This is an optimization exercise on Yosys and OpenROAD, whose aim is small area and a short achievable clock period, not a production implementation. In this exercise RTL edits were held to simulation tests only and were not proved equivalent to the original. Power is estimated from default activity; no workload was simulated.

$ cat design/flow/design.v
module agu (input [15:0] q, input [5:0] imm, output [16:0] s);
	reg [6:0] lo;
	reg [5:0] g, p, gg, pp;
	reg [10:0] ones, zeros;
	integer l, i, m;
	always @(*) begin
		g = q[5:0] & imm;
		p = q[5:0] ^ imm;
		gg = g;
		pp = p;
		for (l = 0; l < 3; l = l + 1)
			for (i = 0; i < 6; i = i + 1)
				if ((i >> l) & 1) begin
					m = ((i >> l) << l) - 1;
					gg[i] = gg[i] | (pp[i] & gg[m]);
					pp[i] = pp[i] & pp[m];
				end
		lo = {gg[5], p ^ {gg[4:0], 1'b0}};
		ones[0] = 1'b1;
		zeros[0] = 1'b1;
		for (i = 0; i < 10; i = i + 1) begin
			ones[i+1] = ones[i] & q[6+i];
			zeros[i+1] = zeros[i] & ~q[6+i];
		end
	end
	wire inc = lo[6] & ~imm[5];
	wire dec = ~lo[6] & imm[5];
	assign s[5:0] = lo[5:0];
	assign s[15:6] = q[15:6] ^ (({10{inc}} & ones[9:0]) | ({10{dec}} & zeros[9:0]));
	assign s[16] = imm[5] ? ~(dec & zeros[10]) : (inc & ones[10]);
endmodule
module processor (input clk, rst,
                  output [15:0] imem_addr,
                  input  [15:0] imem_data,
                  output [15:0] dmem_addr,
                  output [15:0] dmem_wdata,
                  output dmem_we,
                  output dmem_re,
                  input  [15:0] dmem_rdata);
wire [15:0] ir = imem_data;
wire [3:0] op = ir[15:12];
wire [2:0] fa = ir[11:9];
wire [2:0] fb = ir[8:6];
wire [2:0] fc = ir[5:3];
wire [1:0] cz = ir[1:0];
wire op_adi  = (op == 4'b0000);
wire op_add  = (op == 4'b0001);
wire op_nand = (op == 4'b0010);
wire op_lhi  = (op == 4'b0011);
wire op_lw   = (op == 4'b0100);
wire op_sw   = (op == 4'b0101);
wire op_beq  = (op == 4'b1000);
wire op_jal  = (op == 4'b1001);
wire op_jlr  = (op == 4'b1010);
wire op_jri  = (op == 4'b1011);
function [16:0] add16(input [15:0] a, input [15:0] b, input ci);
	reg [15:0] g, p, gg, pp;
	integer l, i, m;
	begin
		g = a & b;
		p = a ^ b;
		gg = g;
		pp = p;
		gg[0] = g[0] | (p[0] & ci);
		for (l = 0; l < 4; l = l + 1)
			for (i = 0; i < 16; i = i + 1)
				if ((i >> l) & 1) begin
					m = ((i >> l) << l) - 1;
					gg[i] = gg[i] | (pp[i] & gg[m]);
					pp[i] = pp[i] & pp[m];
				end
		add16 = {gg[15], p ^ {gg[14:0], ci}};
	end
endfunction
function [15:0] rf_read(input [2:0] a, input [111:0] rf, input [6:0] vld, input [15:0] pc);
	integer j;
	begin
		rf_read = pc & {16{a == 3'd7}};
		for (j = 0; j < 7; j = j + 1)
			rf_read = rf_read | (rf[j*16 +: 16] & {16{(a == j) & vld[j]}});
	end
endfunction
reg  [15:0] pc;
reg  [111:0] rf;
reg  [6:0] vld;
reg  cf, zf;
wire pc_rd = op_jal | op_jlr;
wire [2:0] pa = pc_rd ? 3'd7 : (op[3] | op[2]) ? fa : fc;
wire [15:0] p = rf_read(pa, rf, vld, pc);
wire [15:0] q = rf_read(fb, rf, vld, pc);
wire [15:0] imm6 = {{10{ir[5]}}, ir[5:0]};
wire [15:0] imm9 = {{7{ir[5]}}, ir[8:0]};
wire [16:0] ag;
agu au (.q(q), .imm(ir[5:0]), .s(ag));
wire sh = op_add & (cz == 2'b11);
wire [15:0] x = p;
wire [15:0] y = op_jri ? imm9 : pc_rd ? 16'd0 : sh ? {q[14:0], 1'b0} : q;
wire [16:0] sum = add16(x, y, pc_rd);
wire [15:0] s = sum[15:0];
wire [15:0] n = ~(x & y);
wire eq = (x == y);
wire cz_ok = (cz == 2'b00) | ((cz == 2'b01) & zf) | ((cz == 2'b10) & cf);
wire sel_s = (op_add & (cz_ok | (cz == 2'b11))) | pc_rd;
wire sel_n = op_nand & cz_ok;
wire taken = op_jal | (op_beq & eq);
wire [16:0] pc_sum = add16(pc, taken ? (op[0] ? imm9 : imm6) : 16'd1, 1'b0);
wire [15:0] pc_seq = pc_sum[15:0];
wire [15:0] wd = (s & {16{sel_s}}) | (ag[15:0] & {16{op_adi}}) |
                 (n & {16{sel_n}}) |
                 (dmem_rdata & {16{op_lw}}) |
                 ({ir[1:0], 14'd0} & {16{op_lhi}});
wire wr_en = op_adi | op_add | op_nand | op_lhi | op_lw | op_jal | op_jlr;
wire wr7 = wr_en & (fa == 3'd7);
wire [15:0] pc_next = wr7 ? wd :
                      op_jlr ? ag[15:0] : op_jri ? s : pc_seq;
integer j;
always @(posedge clk)
	for (j = 0; j < 7; j = j + 1)
		if (wr_en & (fa == j)) rf[j*16 +: 16] <= wd;
always @(posedge clk or posedge rst)
	if (rst) begin
		vld <= 7'd0;
		pc <= 16'd0;
		cf <= 1'b0;
		zf <= 1'b0;
	end else begin
		for (j = 0; j < 7; j = j + 1)
			if (wr_en & (fa == j)) vld[j] <= 1'b1;
		pc <= pc_next;
		if (op_adi | op_add) cf <= op_adi ? ag[16] : (sum[16] & sel_s);
		if (op_adi | op_add | op_nand | op_lw) zf <= ~|wd;
	end
assign imem_addr = pc;
assign dmem_addr = ag[15:0];
assign dmem_wdata = p;
assign dmem_we = op_sw;
assign dmem_re = op_lw;
endmodule
$ cat design/flow/run.sh
#!/bin/bash
# synth_recipe.tcl (not shown) runs the flow's synth.tcl, then flattens the netlist and writes it again
# the make line also repeats each setting of config.mk as NAME=value (left out here)
make -C /OpenROAD-flow-scripts/flow DESIGN_CONFIG=/design/flow/config.mk WORK_HOME=/design/flow/orfs CLKGATE_MAP_FILE= SYNTH_SCRIPT=/design/flow/synth_recipe.tcl finish
$ cat design/flow/config.mk
export PLATFORM = sky130hd
export DESIGN_NAME = processor
export DESIGN_NICKNAME = processor
export VERILOG_FILES = /design/flow/design.v
export SDC_FILE = /design/flow/constraint.sdc
export NUM_CORES = 4
export LEC_CHECK = 0
export CAP_MARGIN = 20
export CORE_MARGIN = 2
export CORE_UTILIZATION = 40
export SETUP_SLACK_MARGIN = 4
export SLEW_MARGIN = 20
$ cat design/flow/constraint.sdc
create_clock -name core_clock -period 12.5 [get_ports {clk}]
set_input_delay 2.5000 -clock core_clock [delete_from_list [all_inputs] [get_ports {clk}]]
set_output_delay 2.5000 -clock core_clock [all_outputs]
set_load 0.01 [all_outputs]
==> impl_metrics.toml <==
[status]
outcome = "timing/DRC/antenna clean"

[die]
die_w_um = 152
core_um2 = 21700
dieArea_um2 = 23200
initial_utilization_pct = 40.5
io_pins = 84
die_h_um = 152
rows = 54

[layout]
final_cells = 1252
drive_above_1_share_pct = 19.7
final_common_cell = "edfxtp_1"
antennaDiodeCount = 0
area_growth_pct = 27.1
fillCellCount = 1921
nNetsFinal = 1042
final_area_um2 = 11200
final_cell_mix = "edfxtp_1, nand2_1, clkdlybuf4s50_1"

[timing]
fmax_mhz = 116
worst_pin_slew_ns = 1.12
worst_slack_ns = 3.85
setup_viol = 0
finalMaxSlewViolations = 0
fin_skew_ns = 0.0107
finalCritPeriodShare_pct = 69.2
final.setup.tns_ns = 0
relSlewSlack_pct = 25.5
finalHoldViolCount = 0
rsz0062_at_grt = "true"
whs_ns = 0.506
period_needed_ns = 8.65

[power_and_ir_drop]
combPwrFrac_pct = 40.2
p_int_mw = 1.14
clockPowerShare_pct = 25.4
p_sw_uw = 692
ir_worst_vdd_mv = 0.0839
powerDensity_nw_per_um2 = 164
swShare_pct = 37.9
p_seq_share_pct = 34.4
p_leak_nw = 4.35

[setup_path]
end_kind = "primary output"
path_class = "in -> out"
cp_data_arrival_time_ns = 6.15
startpoint = "imem_data[7]"
cp.required_ns = 10.00
r2r-start = "vld[4]$_DFFE_PP0P_"
cp_max_fo = 6
cp-start-kind = "primary input"

[clock_network]
cts_tree = "yes"
numCtsBuffers = 17
cts_hold_buf = 0
root_buffer = "clkbuf_16"
numClockSinks = 137
clockBufferDepth = 2
cts-htree-levels = 4
clkTransAtPathRegs_ns = 0.06
insertion_delay_ns = 0.43

[drt]
vias = 8118
first_iter_violations = 1169
vias_per_cell = 6.48
drcViolationCount = 0
drt_wl_total_um = 32900
postRouteAntennaNets = 0
firstDrtPassIters = 7
post_drt_wl_per_cell_um = 26.3

[global_routing]
grt_max_degree = 25
antenna_found_initial = 0
grtUsageTotal_pct = 27.7
grt_pass1_vias = 7701
overflow = 0
grt_pass1_wl_um = 48400

[synthesis]
synthFlopType = "edfxtp_1"
syn_nets = 931
synthCells = 848
synth_seq_cells = 137
yosysSeqAreaShare_pct = 45.4
synth_area_per_cell_um2 = 10.4
synth_enable_flop_cells = 112
ys.warnings.count = 2
synth.distinct_cells = 67
async_flop_share_pct = 18.2
syn_area_um2 = 8790

[placed_design]
gp_congestion = 0.933
placed_area_um2 = 9940
post-place-cells = 1176
port_buffers = 83
dp_slack_ns = 1.60
post-dp-hpwl_um = 22700

[hold_path]
min_path_type = "reg -> reg"
hp-start = "zf$_DFFE_PP0P_"

[run]
cap_viol_max_count = 0
==> what timing repair did <==
action | CTS | global route
cloned | 0 | 2
buffers inserted | 24 | 18
resized for setup | 97 | 42
pin swaps | 19 | 17
hold endpoints to repair | 0 | 0
endpoints found under the setup margin | 54 | 20
==> critical path, stage by stage <==
cell      delay, ns
buf_12         0.11
buf_4          0.13
nor4b_4        0.35
buf_4          0.20
buf_4          0.16
a22oi_1        0.09
nand3_1        0.13
a21oi_2        0.07
fa_2           0.34
inv_2          0.07
a21o_1         0.10
a21o_1         0.15
a21o_1         0.13
a21o_1         0.14
buf_4          0.11
ha_2           0.21
o2111a_2       0.27
nand4_2        0.19
o22ai_1        0.21
xor2_1         0.28
buf_2          0.19
==> final cells by class <==
cell class | instances | area [um^2] | share of cell area (%)
multi-input cells | 622 | 4810 | 43.0
flip-flops and latches | 137 | 3990 | 35.7
repair buffers | 145 | 1360 | 12.2
clock buffers | 20 | 437 | 3.91
well taps | 280 | 350 | 3.14
inverters | 36 | 135 | 1.21
clock inverters | 12 | 91.3 | 0.818
==> Yosys cell counts, drive strengths merged, types with 5 or more instances <==
master  number  area share [%]
nor2b        9            0.64
a21o        14             1.2
nor2        52             2.2
nand2b       8            0.57
clkbuf      48             2.0
inv         36             1.5
nand2       79             3.4
o22ai        5            0.36
edfxtp     112              38
a222oi      17             1.9
o21ai       35             2.0
nand4        7            0.64
or2         12            0.85
buf          5            0.57
dfrtp       25             7.1
xnor2       20             2.0
nor3        10            0.57
a22o        24             2.4
a211oi       6            0.51
nand3       45             2.7
xor2        14             1.4
a22oi       53             4.6
and3        10            0.71
a31oi        6            0.43
ha          37             5.3
o221ai       5            0.50
a221o        7            0.80
a21oi       25             1.4
and2         9            0.64
fa          12             2.7
nor4         6            0.43
a221oi      33             3.3
o211ai      14             1.2
==> flip-flops by register name, summed over array words and instances, names as in the netlist <==
register / count
zf: 1
cf: 1
vld: 7
pc: 16
rf: 112
==> cell families after synthesis <==
| logic type | count (synthesis) | share of synthesized area, % |
|---|---|---|
| AOI/OAI and AO/OA | 270 | 23.5 |
| and+or+nand+nor | 269 | 15.6 |
| DFF | 137 | 45.4 |
| buffers and inverters | 89 | 4.16 |
| adders and majority gates | 49 | 8.00 |
| xor gates and xnor gates | 34 | 3.39 |
==> metrics by stage <==
| step | total power, mW | util, % |
|---|---|---|
| 3_3_place_gp | 1.29 | 45.7 |
| 2_1_floorplan | 0.991 | - |
| 4_1_cts | 1.78 | 50.1 |
| 6_report | 1.83 | 51.5 |
| 5_1_grt | 1.90 | 51.5 |
| 3_5_place_dp | 1.29 | 45.9 |
==> final timing paths <==
check | slack, ns | depth (start not counted) | endpoint
min reg2reg | 0.51 | 2 | zf$_DFFE_PP0P_
max reg2reg | 5.94 | 25 | pc[14]$_DFF_PP0_
min | 0.51 | 2 | zf$_DFFE_PP0P_
max | 3.85 | 21 | dmem_addr[15]
min in group asynchronous | 2.36 | 2 | pc[11]$_DFF_PP0_
max in group asynchronous | 9.65 | 3 | vld[1]$_DFFE_PP0P_
==> per-layer routing <==
metal	GRT usage, %	wire length (um)
met1	36.8	12900
met2	44.0	15200
met3	5.40	3480
met4	13.0	1350
met5	0	0
==> power by group through the flow <==
stage               registers, mW  logic (mW)  clock network, mW
finish                      0.630       0.735              0.464
global route                0.631       0.789              0.484
CTS                         0.624       0.693              0.464
detailed placement          0.632       0.659                  0
global placement            0.634       0.658                  0
floorplan                   0.604       0.387                  0

-- separate check: timing with driven ports --
No port has a modelled driver above. Below, the same layout with a new extraction and two added sets of constraints. Step 1, drivers: a clkbuf_16 drives clk and a buf_2 each remaining input, both assumed. Step 2 times the ports against the registers' clock, not the clock port: input delays grow and output delays shrink by t, the midpoint of the rising clock arrivals with the driver on. Slacks: ideal / step 1 / step 2; pairs: ideal / step 1.
t (ns): 0.475
setup WS [ns]: 3.849 / 3.762 / 3.630
slew at the worst register clock pin (ns): 0.07 / 0.07
pins driven straight from the clock port: 1
After both steps setup and hold are still met in this run. The setup slack of this run moves by -0.087 ns with the drivers and by -0.219 ns with both steps.
